Background: an optimization exercise with open tools, aiming at small area, a short achievable clock period and few clock cycles. Do not read the settings as production practice.
Function was not checked in any run shown here: the RTL went through the layout flow alone.

==> design.v <==
module SW #(parameter WIDTH_SCORE = 8, parameter WIDTH_POS_REF = 7, parameter WIDTH_POS_QUERY = 6)
       (
           input           clk,
           input           reset,
           input           valid,
           input [1:0]     data_ref,
           input [1:0]     data_query,
           output          finish,
           output [WIDTH_SCORE - 1:0]   max,
           output [WIDTH_POS_REF - 1:0]   pos_ref,
           output [WIDTH_POS_QUERY - 1:0]   pos_query
       );
localparam NQ = 48;
localparam K  = 3;                  
localparam P  = NQ / K;             
localparam D0 = 49 - P;             
localparam DL = D0 + P - 1;         
localparam FIN = DL + 65;           
function integer hw;                
    input integer v;
    integer b;
    begin
        b = 0;
        while ((1 << b) <= v) b = b + 1;
        hw = b;
    end
endfunction
reg [6:0] cnt;                      
reg       run;
reg       fin;
wire      go = valid | run;
always @(posedge clk or posedge reset)
begin
    if (reset) begin
        cnt <= 7'd0;
        run <= 1'b0;
        fin <= 1'b0;
    end
    else begin
        run <= go;
        if (go && cnt != FIN)
            cnt <= cnt + 7'd1;
        fin <= (cnt == FIN - 1);
    end
end
assign finish = fin;
reg [2*D0-1:0] rline;               
always @(posedge clk)
begin
    rline <= {rline[2*D0-3:0], data_ref};
end
reg  [7*P-1:0]  Ar;                 
reg  [3*NQ-1:0] Dr;                 
reg  [NQ-1:0]   eIr;
reg  [2*NQ-1:0] Qr;
wire [3*NQ-1:0] DWw;                
wire [3*NQ-1:0] Uw;                 
wire [NQ-1:0]   GEw;                
reg  [3*P-1:0]  Hd3;                
reg  [P-1:0]    Hdz;                
reg  [3*P-1:0]  DWr;                
reg  [2*P-1:0]  Rr;                 
wire [2*P-1:0]  Rin;                
reg  [7*P-1:0]  Mr;                 
reg  [6*P-1:0]  Jr;                 
reg  [6:0] best;
reg  [6:0] best_r;
reg  [5:0] best_q;
reg  [6:0] o_max;
reg  [6:0] o_r;
reg  [5:0] o_q;
genvar p, c;
generate
for (p = 0; p < P; p = p + 1) begin : pe
    wire clr = (cnt == D0 + p - 1);
    wire ld  = (cnt >= p*K) && (cnt <= p*K + K - 1);
    localparam WA = hw(2*(p*K+1));
    wire [6:0] a0 = Ar[7*p+:7];         
    if (p == 0) begin : r0
        assign Rin[1:0] = rline[2*D0-1:2*D0-2];
    end
    else begin : rn
        assign Rin[2*p+:2] = Rr[2*(p-1)+:2];
    end
    wire [6*K-1:0] sd;
    assign sd[5:0] = {3'd0, a0[2:0]};
    for (c = 1; c < K; c = c + 1) begin : sums
        assign sd[6*c+:6] = sd[6*(c-1)+:6] + {3'd0, Dr[3*(p*K+c)+:3]};
    end
    always @(posedge clk) begin
        Rr[2*p+:2]  <= Rin[2*p+:2];
        DWr[3*p+:3] <= DWw[3*(p*K+K-1)+:3];
        Hd3[3*p+:3] <= sd[6*(K-1)+:3] - 2*(K-1);
        Hdz[p]      <= (a0[6:3] == 4'd0) && (sd[6*(K-1)+:6] == 2*(K-1));
    end
    for (c = 0; c < K; c = c + 1) begin : col
        localparam j = p*K + c;
        wire [2:0] u;
        wire       z;                    
        wire [2:0] dw;
        if (c == 0) begin : c0
            if (p == 0) begin : p0
                assign u  = a0[2:0] + 3'd2;
                assign z  = 1'b1;
                assign dw = 3'd2;
            end
            else begin : pn
                assign u  = a0[2:0] - Hd3[3*(p-1)+:3] + 3'd2;
                assign z  = Hdz[p-1];
                assign dw = DWr[3*(p-1)+:3];
            end
        end
        else begin : cn
            assign u  = Dr[3*j+:3];
            assign z  = (a0[6:3] == 4'd0) && (sd[6*(c-1)+:6] == 2*(c-1));
            assign dw = DWw[3*(j-1)+:3];
        end
        assign Uw[3*j+:3] = u;
        wire [2:0] iu  = u + eIr[j];
        wire       mt  = (Rin[2*p+:2] == Qr[2*j+:2]);
        wire [2:0] e;
        assign e[2] = mt | iu[2] | z;
        assign e[1] = mt | (iu[2] ? iu[1] : ~z);
        assign e[0] = mt ? (&iu) : (iu[2] ? iu[0] : ~z);
        wire [2:0] ea  = mt     ? ((&iu) ? 3'd1 : 3'd6 - u) :
                         iu[2]  ? {2'b00, eIr[j]} :
                         z      ? 3'd4 - u : 3'd3 - u;
        wire [2:0] eb  = 3'd1 - u;               
        wire       ge  = (dw >= e);
        wire [2:0] r4  = ge ? dw : e;            
        assign GEw[j] = ge;
        assign DWw[3*j+:3] = ge ? dw + eb : ea;
        if (c == 0) begin : ha
            wire [3:0] dv = {1'b0, r4} - {1'b0, u} - 4'd2;
            wire [6:0] h  = a0 + {{3{dv[3]}}, dv};
            always @(posedge clk)
                Ar[7*p+:7] <= clr ? 7'd0 : {{(7-WA){1'b0}}, h[WA-1:0]};
        end
        else begin : hd
            wire eD = GEw[j-1];
            always @(posedge clk)
                Dr[3*j+:3] <= clr ? 3'd2 : (ge ? {2'b00, eD} : e - dw + eD);
        end
        always @(posedge clk) begin
            eIr[j]     <= clr ? 1'b0 : (iu == r4);
            if (ld)
                Qr[2*j+:2] <= (c == K-1) ? data_query : Qr[2*(j+1)+:2];
        end
    end
    wire [7*(K+1)-1:0] mv;
    wire [6*(K+1)-1:0] jv;
    if (p == 0) begin : m0
        assign mv[6:0] = 7'd0;
        assign jv[5:0] = 6'd0;
    end
    else begin : mn
        assign mv[6:0] = Mr[7*(p-1)+:7];
        assign jv[5:0] = Jr[6*(p-1)+:6];
    end
    wire [6*K-1:0] rel;                  
    wire [6*K-1:0] lm;                   
    wire [2*K-1:0] li;                   
    assign rel[5:0] = 6'd0;
    assign lm[5:0]  = 6'd0;
    assign li[1:0]  = 2'd0;
    for (c = 1; c < K; c = c + 1) begin : mc
        assign rel[6*c+:6] = rel[6*(c-1)+:6] + {3'd0, Dr[3*(p*K+c)+:3]} - 6'd2;
        wire gt = ($signed(rel[6*c+:6]) > $signed(lm[6*(c-1)+:6]));
        assign lm[6*c+:6] = gt ? rel[6*c+:6] : lm[6*(c-1)+:6];
        assign li[2*c+:2] = gt ? c : li[2*(c-1)+:2];
    end
    wire [6:0] cand = a0 + lm[6*(K-1)+:6];
    wire       cgt  = (cand > mv[6:0]);
    assign mv[7*K+:7] = cgt ? cand : mv[6:0];
    assign jv[6*K+:6] = cgt ? (p*K + 1 + li[2*(K-1)+:2]) : jv[5:0];
    if (p < P-1) begin : mreg
        localparam WM = hw(2*(p*K+K));
        always @(posedge clk) begin
            Mr[7*p+:7] <= {{(7-WM){1'b0}}, mv[7*K+:WM]};
            Jr[6*p+:6] <= jv[6*K+:6];
        end
    end
    else begin : mlast
        wire       en  = (cnt >= DL + 1) && (cnt <= DL + 64);
        wire       upd = en && (mv[7*K+:7] > best);
        wire [6:0] nb  = upd ? mv[7*K+:7] : best;
        wire [5:0] nq  = upd ? jv[6*K+:6] : best_q;
        wire [6:0] nr  = upd ? cnt - DL   : best_r;
        always @(posedge clk or posedge reset) begin
            if (reset) begin
                best   <= 7'd0;
                best_r <= 7'd0;
                best_q <= 6'd0;
            end
            else begin
                best   <= nb;
                best_q <= nq;
                best_r <= nr;
            end
        end
        always @(posedge clk) begin
            o_max <= nb;
            o_q   <= nq;
            o_r   <= nr;
        end
    end
end
endgenerate
assign max       = {1'b0, o_max};
assign pos_ref   = o_r;
assign pos_query = o_q;
endmodule
==> flow/run.sh <==
#!/bin/bash
set -euo pipefail
WORK=$(pwd)
rm -rf "$WORK/scripts_abc"
mkdir -p "$WORK/scripts_abc"
cp -r "$FLOW_HOME/scripts/." "$WORK/scripts_abc/"
cp "$WORK/flow/abc.script" "$WORK/scripts_abc/abc_speed.script"
bash "$WORK/standard.sh" SCRIPTS_DIR="$WORK/scripts_abc" ADDER_MAP_FILE= finish > "$WORK/flow_make.log" 2>&1
==> flow/abc.script <==
strash
&get -n
&fraig -x
&put
scorr
dc2
strash
&get -n
&dch -f
&nf -R 20
&put
topo
stime -c
==> standard.sh <==
#!/bin/bash
# synth_recipe.tcl (not shown) runs the flow's synth.tcl, then flattens the netlist and writes it again
# the make line also repeats each setting of config.mk as NAME=value (left out here)
make -C /OpenROAD-flow-scripts/flow DESIGN_CONFIG=/design/flow/config.mk WORK_HOME=/design/flow/orfs CLKGATE_MAP_FILE= SYNTH_SCRIPT=/design/flow/synth_recipe.tcl "${@:-finish}"
==> config.mk <==
export PLATFORM = sky130hd
export DESIGN_NAME = SW
export DESIGN_NICKNAME = SW
export VERILOG_FILES = /design/flow/design.v
export SDC_FILE = /design/flow/constraint.sdc
export NUM_CORES = 4
export LEC_CHECK = 0
export CAP_MARGIN = 20
export CORE_MARGIN = 2
export CORE_UTILIZATION = 70
export CTS_CLUSTER_DIAMETER = 80
export CTS_CLUSTER_SIZE = 24
export SLEW_MARGIN = 20
==> constraint.sdc <==
create_clock -name core_clock -period 33.0 [get_ports {clk}]
set_input_delay 6.6000 -clock core_clock [delete_from_list [all_inputs] [get_ports {clk}]]
set_output_delay 6.6000 -clock core_clock [all_outputs]
set_load 0.01 [all_outputs]
==> results of run 1 <==
## cells in the mapped netlist (all sizes together) (48+ instances only)
cell type | count | area share
or2 | 84 | 0.010
nor2b | 105 | 0.013
xnor2 | 923 | 0.16
nor3 | 110 | 0.011
o22ai | 48 | 0.0058
o21ai | 496 | 0.048
clkinv | 244 | 0.018
a21oi | 482 | 0.047
nand2b | 149 | 0.018
nor2 | 768 | 0.056
maj3 | 225 | 0.044
dfxtp | 617 | 0.24
and2 | 106 | 0.013
nand2 | 689 | 0.050
nand3 | 72 | 0.0070
mux2i | 146 | 0.028
a31oi | 49 | 0.0059
xor2 | 445 | 0.075
edfxtp | 96 | 0.056
## worst min-delay path by stage
stage / from / to / slack [ns] / depth (start not counted)
6_report: rline[61] / rline[63] / 0.33 / 0
5_1_grt: rline[61] / rline[63] / 0.33 / 0
4_1_cts: rline[7] / rline[9] / 0.33 / 0
3_5_place_dp: rline[41] / rline[43] / 0.31 / 0
3_3_place_gp: rline[61] / rline[63] / 0.31 / 0
2_1_floorplan: rline[8] / rline[10] / 0.31 / 0
## flip-flops by register name, summed over array words and instances (netlist names)
register   cells
run            1
Hd3           45
o_max          7
best_q         6
rline         66
eIr           48
pe.col.z      15
Mr            87
o_r            7
best           7
cnt            7
Ar            91
best_r         7
o_q            6
Dr            96
pe.col.dw     45
fin            1
Qr            96
Jr            74
Rin           30
## cells by family after synthesis
| group | after synthesis | share of synthesized area |
|---|---|---|
| AND/OR/NAND/NOR | 2241 | 0.1975 |
| AO/OA/AOI/OAI | 1435 | 0.1629 |
| XOR/XNOR | 1369 | 0.2319 |
| flip-flops | 742 | 0.3083 |
| buffers and inverters | 245 | 0.01784 |
| adder cells (fa/ha/maj) | 225 | 0.04351 |
| multiplexers | 191 | 0.03802 |
| other | 1 | 0.00007245 |
## cells in the final DEF (no fill, tap or decap), types with 45 or more instances in the layout
| cell type | synthesis | routed |
|---|---|---|
| sky130_fd_sc_hd__clkbuf_16 | 0 | 49 |
| sky130_fd_sc_hd__o22ai_1 | 48 | 48 |
| sky130_fd_sc_hd__nand3_1 | 72 | 72 |
| sky130_fd_sc_hd__maj3_1 | 225 | 225 |
| sky130_fd_sc_hd__and2_0 | 106 | 106 |
| sky130_fd_sc_hd__mux2_1 | 45 | 45 |
| sky130_fd_sc_hd__o21ai_0 | 496 | 495 |
| sky130_fd_sc_hd__edfxtp_1 | 96 | 96 |
| sky130_fd_sc_hd__or2_0 | 84 | 84 |
| sky130_fd_sc_hd__a31oi_1 | 49 | 47 |
| sky130_fd_sc_hd__dfxtp_1 | 617 | 617 |
| sky130_fd_sc_hd__nor3_1 | 110 | 109 |
| sky130_fd_sc_hd__xor2_1 | 445 | 445 |
| sky130_fd_sc_hd__a21oi_1 | 482 | 482 |
| sky130_fd_sc_hd__nor2_1 | 768 | 768 |
| sky130_fd_sc_hd__nand2b_1 | 149 | 149 |
| sky130_fd_sc_hd__xnor2_1 | 923 | 923 |
| sky130_fd_sc_hd__nor2b_1 | 105 | 105 |
| sky130_fd_sc_hd__mux2i_1 | 146 | 146 |
| sky130_fd_sc_hd__clkinv_1 | 244 | 244 |
| sky130_fd_sc_hd__nand2_1 | 689 | 689 |
## stage by stage
step / hold slack, ns / cells / utilization
6_report: 0.3321 / 7541 / 0.7535
5_1_grt: 0.3318 / 7540 / 0.7535
4_1_cts: 0.3326 / 7540 / 0.7530
3_5_place_dp: 0.3121 / 7451 / 0.7302
3_3_place_gp: 0.3100 / 7451 / 0.7302
2_1_floorplan: 0.3096 / 6451 / -
## cell type report
type	count	area [um2]
Clock inverter	30	397.9
Timing Repair Buffer	42	382.9
Inverter	244	915.9
Multi-Input combinational cell	5464	34940
Sequential cell	742	15960
Fill cell	5725	18010
Antenna cell	1	2.502
Clock buffer	59	1274
Tap cell	959	1200
## layer usage
metal,wire length (um),track usage,up-vias,part of all wire
met5,0,0,-,0
met3,5029,0.03017,185,0.042
met1,54490,0.4023,20716,0.46
met2,56150,0.5200,912,0.47
met4,2971,0.08800,0,0.025
li1,-,-,22467,-
==> notes.md, run 1 <==
Synthesis instantiated 68 different standard cells from the library. STA classifies the critical path startpoint as a flop. Broken down by cell family, the worst path's largest delay share belongs to buffers and inverters.

The area overhead of the layout relative to synthesis is 6.386%. Measured against its own limit, the worst slew margin works out to 0.1486. The flow ran to the end and the layout has no timing, DRC or antenna violations. During placement, the flow inserted port buffers numbering 27. At the end of the flow, the number of nets in the layout was 6549. The number of H-tree levels came out at 2.

The die footprint came out at 76140 um2. After detailed placement, the total cell area comes to 53360 um2. The largest stage delay on the critical path is 0.54 ns. Setup repair after global routing left no endpoint under its margin. Among all flip-flop cells after synthesis, the most frequent one is sky130_fd_sc_hd__dfxtp_1. The top-level I/O count came out at 29.

The maximum root-to-sink buffer count came out at 3. In the final timing run, aggregate negative setup slack is 0 ns. The post-route cell area came out at 55070 um2. Subtracting the final worst setup slack from the clock period gives 8.153 ns. The worst setup path startpoint is fin.

Of the available clock period, the critical path in the final layout requires 0.2471. CTS placed an instance of sky130_fd_sc_hd__clkbuf_16 at the clock tree root. In this run the worst hold path is classified as flop to flop. The per-instance average area after synthesis came out at 8.027 um2. The critical path depth came out at 1. Detailed placement finished with a half-perimeter wire length of 88.62 mm. On the critical path, the stage with the largest delay is an instance of sky130_fd_sc_hd__clkdlybuf4s50_1. The number of global-route vias before repair is 40485. Clock skew on the completed layout was measured at 0.02728 ns. The initial antenna violation count came to 2.

The synthesized netlist occupies a cell area of 51760 um2. The first global-routing pass estimated 194.6 mm of wire. In this run the remaining antenna-violating nets after routing total 0. The arrival time of the worst setup path came out at 1.55 ns. Static timing analysis puts the maximum clock frequency at 122.7 MHz. The detailed-route vias per instance is 5.872. After clock tree synthesis, the clock-pin slew on the worst setup and hold paths is 0.09 ns. The post-CTS resize count came out at 0. The die height came out at 275.9 um.

The die span in x came out at 275.9 um. The final weighted congestion in routability-driven placement came out at 0.9406. The number of hold-slack violations in the final timing report came to 0. The effective utilization at floorplan came out at 0.7083. After clock tree synthesis, the flow added hold-fix buffers numbering 0.

The initialized floorplan defines 99 standard-cell rows. The number of standard cells after synthesis is 6449. The clock latency on the worst-skew pair is 0.63 ns. The origin of the critical flop-to-flop path is Ar[99]. Together, buffers and inverters on the worst path number 1. After detailed routing, the total wire length is 118.6 mm. The number of synthesized flops with an enable pin is 96. The number of cells on the worst reg-to-reg path is 20. The residual DRC count is 0. The number of setup violations in the final report came out at 0. The most critical setup path has its endpoint at finish. The total global routing overflow is 0. The CTS tree is built.

The number of max-cap violations came out at 0. Of the cells placed in the final design, the portion with a size suffix greater than 1 is 0.01565. The largest driver fanout on the critical path came out at 1. The number of vias in the routed layout is 44280. The worst flop-to-flop path endpoint is eIr[44]. The core box area came out at 73080 um2. The total number of yosys warnings came out at 1.

The required arrival time at the worst endpoint is 26.40 ns. The final worst-path setup slack came out at 24.85 ns. The number of detailed-routing iterations run before antenna repair is 16. The final count of pins violating max slew was 0. STA classifies the critical path endpoint as an output pin.

The register bit count reported by yosys came out at 742. The TritonCTS buffer count came out at 48. The signal on the critical path passes through clkdlybuf4s50_1. In the final routed layout, each cell accounts on average for 15.73 um. Prior to clock tree synthesis, the placed netlist has a worst setup slack of 24.73 ns.

The number of clock sinks came out at 742. The number of setup buffers added after CTS is 0. At the pin with the least slew margin, the transition time is 1.267 ns. The fraction of the yosys area taken by sequential cells came out at 0.3083.

For this run, asynchronously set or reset flops after synthesis account for 0.03908. The worst register-to-register path has a setup slack of 25.71 ns. The number of DRC markers in iteration 0 is 2813. The classification of the worst setup path is flop to output pin. The overall fraction of global-route tracks in use came out at 0.3021. Entering global routing, the biggest net connects 30 pins.
==> run 2: changes to the inputs <==
--- a/design.v
+++ b/design.v
@@ -16,5 +16,5 @@
 localparam D0 = 49 - P;             
 localparam DL = D0 + P - 1;         
-localparam FIN = DL + 65;           
+localparam FIN = DL + 66;           
 function integer hw;                
     input integer v;
@@ -56,5 +56,5 @@
 wire [3*NQ-1:0] DWw;                
 wire [3*NQ-1:0] Uw;                 
-wire [NQ-1:0]   GEw;                
+wire [3*NQ-1:0] R4w;                
 reg  [3*P-1:0]  Hd3;                
 reg  [P-1:0]    Hdz;                
@@ -62,6 +62,7 @@
 reg  [2*P-1:0]  Rr;                 
 wire [2*P-1:0]  Rin;                
-reg  [7*P-1:0]  Mr;                 
-reg  [6*P-1:0]  Jr;                 
+reg  [P-1:0]    vr;                 
+wire [7*P-1:0]  Lv;                 
+wire [2*P-1:0]  Lc;                 
 reg  [6:0] best;
 reg  [6:0] best_r;
@@ -129,5 +130,5 @@
         wire       ge  = (dw >= e);
         wire [2:0] r4  = ge ? dw : e;            
-        assign GEw[j] = ge;
+        assign R4w[3*j+:3] = r4;
         assign DWw[3*j+:3] = ge ? dw + eb : ea;
         if (c == 0) begin : ha
@@ -138,7 +139,6 @@
         end
         else begin : hd
-            wire eD = GEw[j-1];
             always @(posedge clk)
-                Dr[3*j+:3] <= clr ? 3'd2 : (ge ? {2'b00, eD} : e - dw + eD);
+                Dr[3*j+:3] <= clr ? 3'd2 : r4 - R4w[3*(j-1)+:3] + Uw[3*(j-1)+:3];
         end
         always @(posedge clk) begin
@@ -147,14 +147,4 @@
                 Qr[2*j+:2] <= (c == K-1) ? data_query : Qr[2*(j+1)+:2];
         end
-    end
-    wire [7*(K+1)-1:0] mv;
-    wire [6*(K+1)-1:0] jv;
-    if (p == 0) begin : m0
-        assign mv[6:0] = 7'd0;
-        assign jv[5:0] = 6'd0;
-    end
-    else begin : mn
-        assign mv[6:0] = Mr[7*(p-1)+:7];
-        assign jv[5:0] = Jr[6*(p-1)+:6];
     end
     wire [6*K-1:0] rel;                  
@@ -171,38 +161,68 @@
     end
     wire [6:0] cand = a0 + lm[6*(K-1)+:6];
-    wire       cgt  = (cand > mv[6:0]);
-    assign mv[7*K+:7] = cgt ? cand : mv[6:0];
-    assign jv[6*K+:6] = cgt ? (p*K + 1 + li[2*(K-1)+:2]) : jv[5:0];
-    if (p < P-1) begin : mreg
-        localparam WM = hw(2*(p*K+K));
-        always @(posedge clk) begin
-            Mr[7*p+:7] <= {{(7-WM){1'b0}}, mv[7*K+:WM]};
-            Jr[6*p+:6] <= jv[6*K+:6];
-        end
-    end
-    else begin : mlast
-        wire       en  = (cnt >= DL + 1) && (cnt <= DL + 64);
-        wire       upd = en && (mv[7*K+:7] > best);
-        wire [6:0] nb  = upd ? mv[7*K+:7] : best;
-        wire [5:0] nq  = upd ? jv[6*K+:6] : best_q;
-        wire [6:0] nr  = upd ? cnt - DL   : best_r;
-        always @(posedge clk or posedge reset) begin
-            if (reset) begin
-                best   <= 7'd0;
-                best_r <= 7'd0;
-                best_q <= 6'd0;
-            end
-            else begin
-                best   <= nb;
-                best_q <= nq;
-                best_r <= nr;
-            end
-        end
-        always @(posedge clk) begin
-            o_max <= nb;
-            o_q   <= nq;
-            o_r   <= nr;
-        end
-    end
+    assign Lv[7*p+:7] = vr[p] ? cand : 7'd0;
+    assign Lc[2*p+:2] = li[2*(K-1)+:2];
+    if (p == 0) begin : v0
+        always @(posedge clk or posedge reset)
+            if (reset) vr[0] <= 1'b0;
+            else       vr[0] <= (cnt >= D0) && (cnt <= D0 + 63);
+    end
+    else begin : vn
+        always @(posedge clk or posedge reset)
+            if (reset) vr[p] <= 1'b0;
+            else       vr[p] <= vr[p-1];
+    end
+end
+localparam NG = P / 4;
+reg  [7*NG-1:0] Gv;
+reg  [2*NG-1:0] Gp;                 
+reg  [2*NG-1:0] Gc;                 
+for (p = 0; p < NG; p = p + 1) begin : grp
+    wire [6:0] v0 = Lv[7*(4*p)+:7],   v1 = Lv[7*(4*p+1)+:7];
+    wire [6:0] v2 = Lv[7*(4*p+2)+:7], v3 = Lv[7*(4*p+3)+:7];
+    wire       s01 = (v1 > v0);
+    wire       s23 = (v3 > v2);
+    wire [6:0] a01 = s01 ? v1 : v0;
+    wire [6:0] a23 = s23 ? v3 : v2;
+    wire [1:0] c01 = s01 ? Lc[2*(4*p+1)+:2] : Lc[2*(4*p)+:2];
+    wire [1:0] c23 = s23 ? Lc[2*(4*p+3)+:2] : Lc[2*(4*p+2)+:2];
+    wire       s   = (a23 > a01);
+    always @(posedge clk) begin
+        Gv[7*p+:7] <= s ? a23 : a01;
+        Gp[2*p+:2] <= s ? {1'b1, s23} : {1'b0, s01};
+        Gc[2*p+:2] <= s ? c23 : c01;
+    end
+end
+wire [6:0] w0 = Gv[6:0],   w1 = Gv[13:7];
+wire [6:0] w2 = Gv[20:14], w3 = Gv[27:21];
+wire       t01 = (w1 > w0);
+wire       t23 = (w3 > w2);
+wire [6:0] b01 = t01 ? w1 : w0;
+wire [6:0] b23 = t23 ? w3 : w2;
+wire       t   = (b23 > b01);
+wire [6:0] bv  = t ? b23 : b01;
+wire [1:0] bg  = t ? {1'b1, t23} : {1'b0, t01};
+wire [3:0] bp  = {bg, Gp[2*bg+:2]};              
+wire [1:0] bc  = Gc[2*bg+:2];                    
+wire       upd = (bv > best);
+wire [6:0] nb  = upd ? bv : best;
+wire [5:0] nq  = upd ? bp * K + bc + 6'd1 : best_q;
+wire [6:0] nr  = upd ? cnt - D0 - 7'd1 - bp : best_r;    
+always @(posedge clk or posedge reset) begin
+    if (reset) begin
+        best   <= 7'd0;
+        best_r <= 7'd0;
+        best_q <= 6'd0;
+    end
+    else begin
+        best   <= nb;
+        best_q <= nq;
+        best_r <= nr;
+    end
+end
+always @(posedge clk) begin
+    o_max <= nb;
+    o_q   <= nq;
+    o_r   <= nr;
 end
 endgenerate
==> notes.md, run 2 <==
The post-CTS resize count came to 0 (unchanged). The largest clock skew in the final design came to 0.03411 ns (+0.006825 ns). The fraction of the yosys area taken by sequential cells came to 0.2749 (-0.03339). STA classifies the critical path startpoint as a flop. The top cell types in the final layout, fill and taps aside, are sky130_fd_sc_hd__xnor2_1 (922), sky130_fd_sc_hd__nor2_1 (755), sky130_fd_sc_hd__nand2_1 (723). The per-instance average area after synthesis is 7.888 um2 (-1.7%). The slew at the pin closest to its max-slew limit came out at 1.264 ns (-0.003079 ns). The die height came out at 273.9 um (-0.74%). The number of buffers inserted by hold repair at cts is 0 (unchanged). Leaving out fill and tap cells, the most frequent cell in the layout is sky130_fd_sc_hd__xnor2_1. The number of setup buffers added after CTS came out at 0 (unchanged). The overall fraction of global-route tracks in use is 0.3256 (+0.02345). The TritonCTS buffer count is 42 (-13%). The largest stage delay on the critical path is 0.65 ns (+0.11 ns). The total global routing overflow is 0 (unchanged). The required arrival time at the worst endpoint came to 26.40 ns (about the same). The cell chosen for the clock root is sky130_fd_sc_hd__clkbuf_16. The residual DRC count is 0 (unchanged).

The cell with the largest stage delay on the worst path is sky130_fd_sc_hd__clkdlybuf4s50_1. The number of detailed-routing iterations run before antenna repair came out at 6 (-10). The max-slew headroom at the worst pin came to 0.1507 (+0.002068). The flow ran to the end and the layout has no timing, DRC or antenna violations. The number of nets with antenna violations after detailed routing is 0 (unchanged). By area the synthesized netlist is led by sky130_fd_sc_hd__dfxtp_1 (20%), sky130_fd_sc_hd__xnor2_1 (16%), sky130_fd_sc_hd__xor2_1 (7.3%). The largest registers in the layout are Dr (96), Qr (96), Ar (91). The cell type with the largest total area after synthesis is sky130_fd_sc_hd__dfxtp_1. The final count of pins violating max slew is 0 (unchanged).

The critical path goes through clkdlybuf4s50_1. The maximum operating frequency came out at 121.8 MHz (-0.74%). The cell row count is 98 (-1.0%).

The filler cell count in the final layout came to 5705 (-0.35%). The start point of the worst hold path is rline[13]. The die span in x came to 273.9 um (-0.74%). The count of buffers from port buffering came out at 27 (unchanged). The async set-reset flop share out of synthesis came to 0.07020 (+0.03112). The core box area was 71850 um2 (-1.7%). The critical path's top delay family is buffers and inverters. The worst path buffer plus inverter count came out at 1 (unchanged).

The commonest cells after synthesis are sky130_fd_sc_hd__xnor2_1 (922), sky130_fd_sc_hd__nor2_1 (755), sky130_fd_sc_hd__nand2_1 (723). The number of vias in the routed layout is 45770 (+3.4%). The number of H-tree levels came out at 2 (unchanged). The effective utilization at floorplan is 0.7096 (+0.001298). The share of the synthesized area in the top cell type came out at 0.1963 (-0.04230). The number of DRC markers in iteration 0 came to 3555 (+26%).

The distinct cell type count after synthesis came to 72 (+5.9%). The worst setup path is of the flop to output pin kind. By instance count, the leading cell after synthesis is sky130_fd_sc_hd__xnor2_1. The maximum root-to-sink buffer count is 3 (unchanged). The net count reported at finish came out at 6569 (+0.31%). The top-level I/O count is 29 (unchanged).

The share of post-route cells with drive strength above 1 came to 0.01608 (+0.0004241). Tracing the worst setup path back leads to its startpoint at fin. The number of diodes was 0 (-1). The detailed-route vias per instance was 6.067 (+3.3%).

The number of global-route vias before repair came to 42368 (+4.7%). The worst setup path is captured at an output pin.

The aggregate routed wire length is 124.2 mm (+4.7%). The clock input transition at the sequential cells of the worst setup and hold paths was 0.09 ns (about the same). The number of hold-slack violations in the final timing report came to 0 (unchanged).

The sum of negative setup slack was 0 ns (unchanged). The die footprint is 75010 um2 (-1.5%). The register bit count reported by yosys came out at 641 (-14%). The path type of the worst min-delay path is flop to flop. Setup repair after global routing left no endpoint under its margin. The number of max-cap violations came to 0 (unchanged). The final HPWL from detailed placement was 93.73 mm (+5.8%). The mapped cell area is 50990 um2 (-1.5%).

The number of clock sinks came to 641 (-14%). The pin count of the biggest net entering global routing is 46 (+53%). TritonCTS built the clock tree. The area overhead of the layout relative to synthesis came out at 6.113%. The total number of yosys warnings is 1 (unchanged). The largest driver fanout on the critical path came to 1 (unchanged). The origin of the critical flop-to-flop path is Ar[50].

The shortest clock period the worst path allows after layout is 8.214 ns (+0.06070 ns). The post-route clock period utilization is 0.2489 (+0.001839). The wire length of the first global-routing pass came out at 206.0 mm (+5.9%). The clock latency on the worst-skew pair was 0.63 ns (about the same). The average routed wire per standard cell came out at 16.47 um (+4.7%). The arrival time of the worst setup path came out at 1.61 ns (+0.06 ns).

Among all flip-flop cells after synthesis, the most frequent one is sky130_fd_sc_hd__dfxtp_1. The initial antenna violation count is 2 (unchanged). The number of standard cells after synthesis is 6464 (+0.23%). The number of synthesized flops with an enable pin came out at 96 (unchanged). The tightest hold margin was 0.3210 ns (-0.01112 ns). The final weighted congestion in routability-driven placement came out at 0.9186 (-2.3%). The number of setup violations in the final report came out at 0 (unchanged).
-- run 2: changes by cell type after synthesis, moves of 21 or more --
cell                       change
sky130_fd_sc_hd__clkinv_1     -36
sky130_fd_sc_hd__nand3_1      +24
sky130_fd_sc_hd__o22ai_1      +23
sky130_fd_sc_hd__dfxtp_1     -117
sky130_fd_sc_hd__mux2i_1      +23
sky130_fd_sc_hd__nand2_1      +34
sky130_fd_sc_hd__xor2_1       -21
-- run 2: kinds of logic after synthesis --
family,count (synthesis),synth area share
multiplexers,202,0.04047
buffers and inverters,209,0.01546
AO/OA/AOI/OAI,1509,0.1784
AND/OR/NAND/NOR,2307,0.2074
other,1,0.00007355
XOR/XNOR,1359,0.2370
adder cells (fa/ha/maj),236,0.04633
flip-flops,641,0.2749
-- run 2: final timing paths --
check / end / slack [ns] / cells after the start
min in group asynchronous: vr[4] / 6.49 / 3
worst max register to register: Dr[71] / 25.12 / 24
max in group asynchronous: vr[11] / 26.00 / 3
worst min-delay path: rline[15] / 0.32 / 0
worst max-delay path: finish / 24.79 / 1
worst min register to register: rline[15] / 0.32 / 0
-- run 2: metal layers --
metal | vias to the layer above | track usage | share of wire | wire [um]
li1 | 22836 | - | - | -
met1 | 21543 | 0.4417 | 0.45 | 56400
met2 | 1195 | 0.5520 | 0.47 | 57890
met3 | 196 | 0.03407 | 0.057 | 7077
met4 | 0 | 0.08753 | 0.023 | 2871
met5 | - | 0 | 0 | 0
-- run 2: through the flow --
stage                     worst slack, ns  area (um2)  cells    util
after floorplan                     25.25       50990   6465       -
after global placement              24.53       52660   7466  0.7329
after detailed placement            24.48       52670   7467  0.7330
after CTS                           24.78       54070   7543  0.7525
after global routing                24.29       54100   7544  0.7530
final                               24.79       54100   7544  0.7530
-- run 2: final cells by class --
| class | count | area [um2] | share of cell area |
|---|---|---|---|
| clock buffer | 48 | 1074 | 0.01984 |
| clock inverter | 28 | 329.1 | 0.006082 |
| inverter | 208 | 780.7 | 0.01443 |
| multi-input combinational | 5615 | 36240 | 0.6699 |
| sequential | 641 | 14020 | 0.2591 |
| tap | 950 | 1189 | 0.02197 |
| timing repair buffer | 54 | 470.5 | 0.008695 |

-- separate check: timing with driven ports --
No port has a modelled driver above. Below, the same layouts with a new extraction and two added sets of constraints.
Step 1: set_driving_cell puts a clkbuf_16 on clk and a buf_2 on each other input, an assumption about the parent block.
Step 2, shift: input delay + t, output delay - t, t = (earliest + latest rising clock arrival at the registers) / 2. This alone moves slack from input paths to output paths.
Slacks: ideal / step 1 / step 2; pairs: ideal / step 1.
run	t, ns	slack for setup (ns)	worst hold slack (ns)	latest minus earliest clock arrival (ns)	pins driven straight from the clock port
run 1	0.687	24.847 / 24.781 / 24.668	0.332 / 0.332 / 0.332	0.029 / 0.030	1
run 2	0.683	24.787 / 24.720 / 24.480	0.321 / 0.321 / 0.321	0.040 / 0.039	1
After both steps setup and hold are still met in every run listed. For run 2, which loses most, drivers alone change the setup slack by -0.067 ns; drivers and shift together by -0.307 ns.
